Context: an optimization exercise on an open-source flow, tuned for small area, a short achievable clock period and few clock cycles per item. The choices shown serve that exercise and are no tape-out recipe. In this exercise RTL edits were held to simulation tests only and were not proved equivalent to the original. No activity file was given, so power comes from the tool's default toggle rates.

## flow/design.v (module list and top-level ports; edited modules follow where they fit)
// module vector_multiplier: 3861 lines
// module CacheBuffer: 35 lines
// module AXIoutput: 46 lines
// module PLcontroller: 120 lines
// module TopModule: 62 lines
module TopModule #(
    parameter BITWIDTH = 16,
    parameter MATSIZE  = 8
  )(
    input  logic rstn,
    input  logic [BITWIDTH-1:0] i_data,
    input  logic i_valid,
    output logic i_ready,
    output logic o_valid,
    input  logic o_ready,
    output logic [BITWIDTH-1:0] o_data,
    input  logic Clk,
    output logic o_intr
  );
  // ...
==> flow/flow/run.sh <==
#!/bin/bash
set -euo pipefail
bash standard.sh SETUP_SLACK_MARGIN=6.85 CTS_CLUSTER_SIZE=24 CTS_CLUSTER_DIAMETER=100 "BUFFER_PORTS_ARGS=-buffer_cell sky130_fd_sc_hd__buf_2" finish > standard.log 2>&1
==> flow/standard.sh <==
#!/bin/bash
# synth_recipe.tcl (not shown) runs the flow's synth.tcl, then flattens the netlist and writes it again
# the make line also repeats each setting of config.mk as NAME=value (left out here)
make -C /OpenROAD-flow-scripts/flow DESIGN_CONFIG=/design/flow/config.mk WORK_HOME=/design/flow/orfs CLKGATE_MAP_FILE= SYNTH_SCRIPT=/design/flow/synth_recipe.tcl "${@:-finish}"
==> flow/config.mk <==
export PLATFORM = sky130hd
export DESIGN_NAME = TopModule
export DESIGN_NICKNAME = TopModule
export VERILOG_FILES = /design/flow/design.v
export SDC_FILE = /design/flow/constraint.sdc
export NUM_CORES = 4
export LEC_CHECK = 0
export ABC_AREA = 1
export CAP_MARGIN = 20
export CORE_MARGIN = 2
export CORE_UTILIZATION = 60
export PLACE_DENSITY = 0.7
export SETUP_SLACK_MARGIN = 5
export SLEW_MARGIN = 20
==> flow/constraint.sdc <==
create_clock -name core_clock -period 10.0 [get_ports {Clk}]
set_input_delay 2.0000 -clock core_clock [delete_from_list [all_inputs] [get_ports {Clk}]]
set_output_delay 2.0000 -clock core_clock [all_outputs]
set_load 0.01 [all_outputs]
==> run summary, run 1 <==
* #MultiIn Comb at 3184
* Status: complete, no violations
* Vias in the first global route at 39500
* Layout clock buffers at 108
* Internal power of the cells at 13.7 mW
* Commonest non-fill, non-tap cells in the layout: dfxtp_1, inv_1, nand2_1, xor2_1, fa_1
* Hold Path Cell Cnt at 0
* Avg WL per Cell at 23.2 um
* Largest family of logic cells by synthesized area: adder cells
* Seq area share at 0.470
* Most frequent cell after synthesis: dfxtp_1
* Slowest-stage cell, CP: fa_2
* Worst Reg-to-Reg Cells at 10
* Worst Slack Setup Final at 6.58 ns
* CP Capture Type: flip-flop
* Logic inverters at 916
* Maximum root-to-sink buffer count at 3
* Post-Synth Simple-Gate Area at 0.0803
* Startpoint types: flip-flop
* CTS tree: yes
* Initial antenna violation count at 14
* Final setup violation count at 0
* Synth Area in XOR/XNOR at 0.0775
* WP data required at 10.58 ns
* Leak at 31.2 nW
* Syn_area_per_cell at 10.8 um2
* Yosys warns at 4
* Final min period at 3.42 ns
* Multi-input logic area at 27600 um2
* FP Rows at 119
* Beginning of the worst hold path: CacheUnit.ringB[528]
* Crit path DAT at 4.00 ns
* WL met1 at 71.1 mm
* DRT iter0 DRCs at 5111
* Most common cell after layout, fill and taps aside: dfxtp_1
* Clock sinks at 1588
* First-pass GRT wire length at 252 mm
* Post-DRT Antenna Nets at 0
* CP Class: reg -> reg
* Top power group: combinational cells
* Register-to-register setup slack at 6.58 ns
* Routed WL at 176 mm
* Area-dominant class: flip-flops and latches
Testbench counts, summed over its fixed seeds: cycles 3,160, items 1,536.
==> inputs of run 2 (changes only) <==
==> flow/flow/run.sh (replaced) <==
#!/bin/bash
set -euo pipefail
bash standard.sh SETUP_SLACK_MARGIN=6.7 CTS_CLUSTER_SIZE=24 CTS_CLUSTER_DIAMETER=100 "BUFFER_PORTS_ARGS=-buffer_cell sky130_fd_sc_hd__buf_2" finish > standard.log 2>&1
==> run 2 against run 1 <==
Utilization down 2.5 points; still clean on timing, DRC and antenna; total power shrank 1.8%; setup slack improved by 0.094 ns.
==> run summary, run 2 <==
* Final Total Pwr at 22.1 mW (was 22.5 mW)
* Vias per inst at 5.54 (was 5.59)
* Die H at 329 um (unchanged)
* CP Capture Type: flip-flop (unchanged)
* Syn_area_per_cell at 10.8 um2 (unchanged)
* Post-synthesis cell area at 63300 um2 (unchanged)
* Critical path fanouts, max at 6 (was 8)
* Clock sinks at 1588 (unchanged)
* Power Density at 319 nW/um2 (was 313 nW/um2)
* Peak supply drop at 0.492 mV (was 0.508 mV)
* Overall routing resource usage at 0.314 (was 0.319)
* Async S/R FF share, synth at 0 (unchanged)
* Most common cell after layout, fill and taps aside: dfxtp_1 (unchanged)
* CTS Buf Count at 77 (unchanged)
* Clock root buffer: clkbuf_16 (unchanged)
* Pre-Repair DR Iteration Count at 5 (was 8)
* Most flops, register: CacheUnit.ringB (unchanged)
* GP Congestion at 0.964 (unchanged)
* Synth-to-layout area growth at 9.17% (was 13.3%)
* WP data required at 10.59 ns (was 10.58 ns)
* Startpoint types: flip-flop (unchanged)
* Unique cell type count in the Yosys netlist at 54 (unchanged)
* Sum Neg Setup Slack at 0 ns (unchanged)
* Chip width at 329 um (unchanged)
* Top cells by area, synth: dfxtp_1, fa_1, edfxtp_1 (unchanged)
* Vias in the first global route at 38700 (was 39500)
* CP Class: reg -> reg (unchanged)
* Sequential share of power at 0.415 (was 0.408)
* CORE AREA at 105000 um2 (unchanged)
* Sw Ratio at 0.387 (was 0.389)
* Max FFs per register at 1024 (unchanged)
* Via count at 41300 (was 42300)
* Routed WL at 170 mm (was 176 mm)
* Port Buf Inserts at 38 (unchanged)
* Gate power share at 0.428 (was 0.437)
* Yosys warns at 4 (unchanged)
* Slowest-stage cell, CP: fa_2 (unchanged)
* Post-detail-place hpwl at 123 mm (unchanged)
* Initial core utilization at 0.603 (unchanged)
* Number of flops mapped to enable cells by yosys at 192 (unchanged)
* Later-pin clock latency in the skew report at 0.71 ns (about the same)
* Avg WL per Cell at 22.8 um (was 23.2 um)
* DRC Markers at 0 (unchanged)
* Ys flop type: dfxtp_1 (unchanged)
* Clock power frac at 0.157 (was 0.154)
* Internal power of the cells at 13.5 mW (was 13.7 mW)
* Mapped Cells at 5874 (unchanged)
* Cell Chain, Critical Path: buf_4 -> nand2_1 -> inv_1 -> nor2_4 -> inv_2 -> o22ai_2 -> xor2_2 -> fa_2 -> fa_2 -> inv_1 -> fa_1 (was buf_6 -> buf_4 -> o21ai_4 -> nand2_8 -> buf_6 -> o22ai_1 -> xor2_1 -> fa_1 -> fa_2 -> fa_2)
* Most frequent cell after synthesis: dfxtp_1 (unchanged)
* Initial antenna violation count at 15 (was 14)
* CTS tree: yes (unchanged)
* HP Class: reg -> reg (unchanged)
* Post-synth top area cell: dfxtp_1 (unchanged)
* Final min period at 3.32 ns (was 3.42 ns)
* Crit path DAT at 3.91 ns (was 4.00 ns)
* Slew margin rel. at 0.350 (was 0.346)
* Worst clock skew at 0.0333 ns (was 0.0371 ns)
* Final setup violation count at 0 (unchanged)
* Post-synthesis sequential area ratio at 0.532 (unchanged)
* Seq cells post-synth at 1588 (unchanged)
* Hold-fix buffers, CTS at 0 (unchanged)
* CP peak stage delay at 0.66 ns (was 0.56 ns)
* Largest registers: CacheUnit.ringB (1024), u_mul.r1 (174) (unchanged)
* Worst slew pin tran at 0.972 ns (was 0.978 ns)
* Net Count, Synth at 6412 (unchanged)
* Leak at 30.5 nW (was 31.2 nW)
* Aggregate global routing overflow at 0 (unchanged)
* Status: complete, no violations (unchanged)
* Most instantiated cells after synthesis: dfxtp_1, inv_1, nand2_1 (unchanged)
* Fin nets at 6561 (was 6664)
* DRT iter0 DRCs at 4750 (was 5111)
* Final Slew Violations at 0 (unchanged)
* Maximum root-to-sink buffer count at 3 (unchanged)
* Post-DRT Antenna Nets at 0 (unchanged)
* Final worst path period share at 0.332 (was 0.342)
* Htree depth at 3 (unchanged)
* Hold Violations, Final at 0 (unchanged)
* Ports at 39 (unchanged)
* Share of layout cells above drive strength 1 at 0.0988 (was 0.164)
* Largest net degree at the start of global routing at 56 (unchanged)
* Clock slew at reported path FFs at 0.10 ns (about the same)
* RSZ-0062 raised after global routing: yes (unchanged)
* First-pass GRT wire length at 248 mm (was 252 mm)
* # fillers at 8178 (was 7711)
* Max Cap Violations at 0 (unchanged)
* Psw at 8.56 mW (was 8.74 mW)
* FP Rows at 119 (unchanged)
* Full die area at 108000 um2 (unchanged)
* Post-synth top area share at 0.441 (unchanged)
* Fmax at 301 MHz (was 293 MHz)
* Commonest non-fill, non-tap cells in the layout: dfxtp_1, inv_1, nand2_1, xor2_1, fa_1 (unchanged)
[run 2: cell counts after synthesis]
No cell type changed its count.
[run 2: final cells by class]
class                   count  area (um2)  share of cell area
repair buffers            261        1980              0.0287
inverters                 912        3570              0.0517
clock buffers             108        2120              0.0306
repair inverters            4        23.8            0.000344
flip-flops and latches   1588       33700               0.488
diodes                      9        22.5            0.000326
well taps                1391        1740              0.0252
multi-input cells        3179       25900               0.374
clock inverters             9        95.1             0.00137
[run 2: power by group through the flow]
stage | Clock, mW | Sequential (mW) | Combinational, mW
6_report | 3.46 | 9.17 | 9.46
3_3_place_gp | 0 | 9.26 | 8.94
2_1_floorplan | 0 | 8.83 | 5.91
4_1_cts | 3.52 | 9.17 | 9.27
3_5_place_dp | 0 | 9.30 | 9.17
5_1_grt | 3.74 | 9.29 | 10.5
[run 2: repair_timing]
action	4_1_cts	5_1_grt
pin swaps	10	51
cloned	5	5
setup buffers	110	86
setup endpoints to repair	288	102
gates resized for setup	97	114
hold endpoints to repair	0	0
[run 2: worst paths after layout]
check	start	end	depth (start not counted)	slack, ns
max	CacheUnit.rowA[3]	u_mul.r1[150]	11	6.68
min reg2reg	CacheUnit.ringB[528]	CacheUnit.ringB[512]	0	0.32
min	CacheUnit.ringB[528]	CacheUnit.ringB[512]	0	0.32
max reg2reg	CacheUnit.rowA[3]	u_mul.r1[150]	11	6.68
[run 2: critical path, delay by kind of cell (launching register included)]
family | cells | cell delay, ns
compound gates | 1 | 0.20
xor+xnor | 1 | 0.21
fa+ha+maj | 3 | 1.62
buf+inv | 4 | 0.48
flops | 1 | 0.47
simple gates | 2 | 0.25
[run 2: kinds of logic after synthesis]
kind of cell,share of synthesized area
buffers and inverters,0.0693
AO/OA/AOI/OAI,0.0808
adder cells (fa/ha/maj),0.160
AND/OR/NAND/NOR,0.0803
flip-flops,0.532
XOR/XNOR,0.0775
[run 2: through the flow]
stage	util	cell area [um2]	hold slack, ns	std cells	setup WS (ns)
final	0.659	69200	0.318	7461	6.68
after global routing	0.659	69100	0.330	7454	6.64
after CTS	0.648	68000	0.318	7361	6.65
after detailed placement	0.615	64600	0.312	7129	4.26
after global placement	0.615	64600	0.310	7129	4.37
after floorplan	-	63400	0.310	5874	5.07
[run 2: layer usage]
metal | global-route usage | share of wire | up-vias
li1 | - | - | 18800
met1 | 0.445 | 0.41 | 20100
met2 | 0.472 | 0.44 | 1946
met3 | 0.0483 | 0.091 | 383
met4 | 0.158 | 0.059 | 6
met5 | 0 | 0.00038 | -

==> separate check: timing with driven ports <==
The results above use ideal ports. As a check the final layouts listed here were re-extracted and re-timed, cells and wires unchanged.
Step 1 assumes that a clkbuf_16 drives the clock port and a buf_2 every other input.
Step 2 moves the port delays by t, midway between the first and last clock arrival at a register: inputs arrive t later, outputs are due t later. That takes back most of the time a late clock gives input paths.
Three values: ideal ports, drivers, drivers and shift; two values: the first two.
run | t, ns | slack for setup (ns) | latest minus earliest clock arrival (ns) | cell pins on the clock port's net
run 1 | 0.762 | 6.584 / 6.584 / 6.191 | 0.040 / 0.040 | 1
run 2 | 0.765 | 6.678 / 6.678 / 6.041 | 0.036 / 0.036 | 1
After both steps setup and hold are still met in every run listed. The setup slack of run 2, which loses most, moves by 0.000 ns with the drivers and by -0.637 ns with both steps.
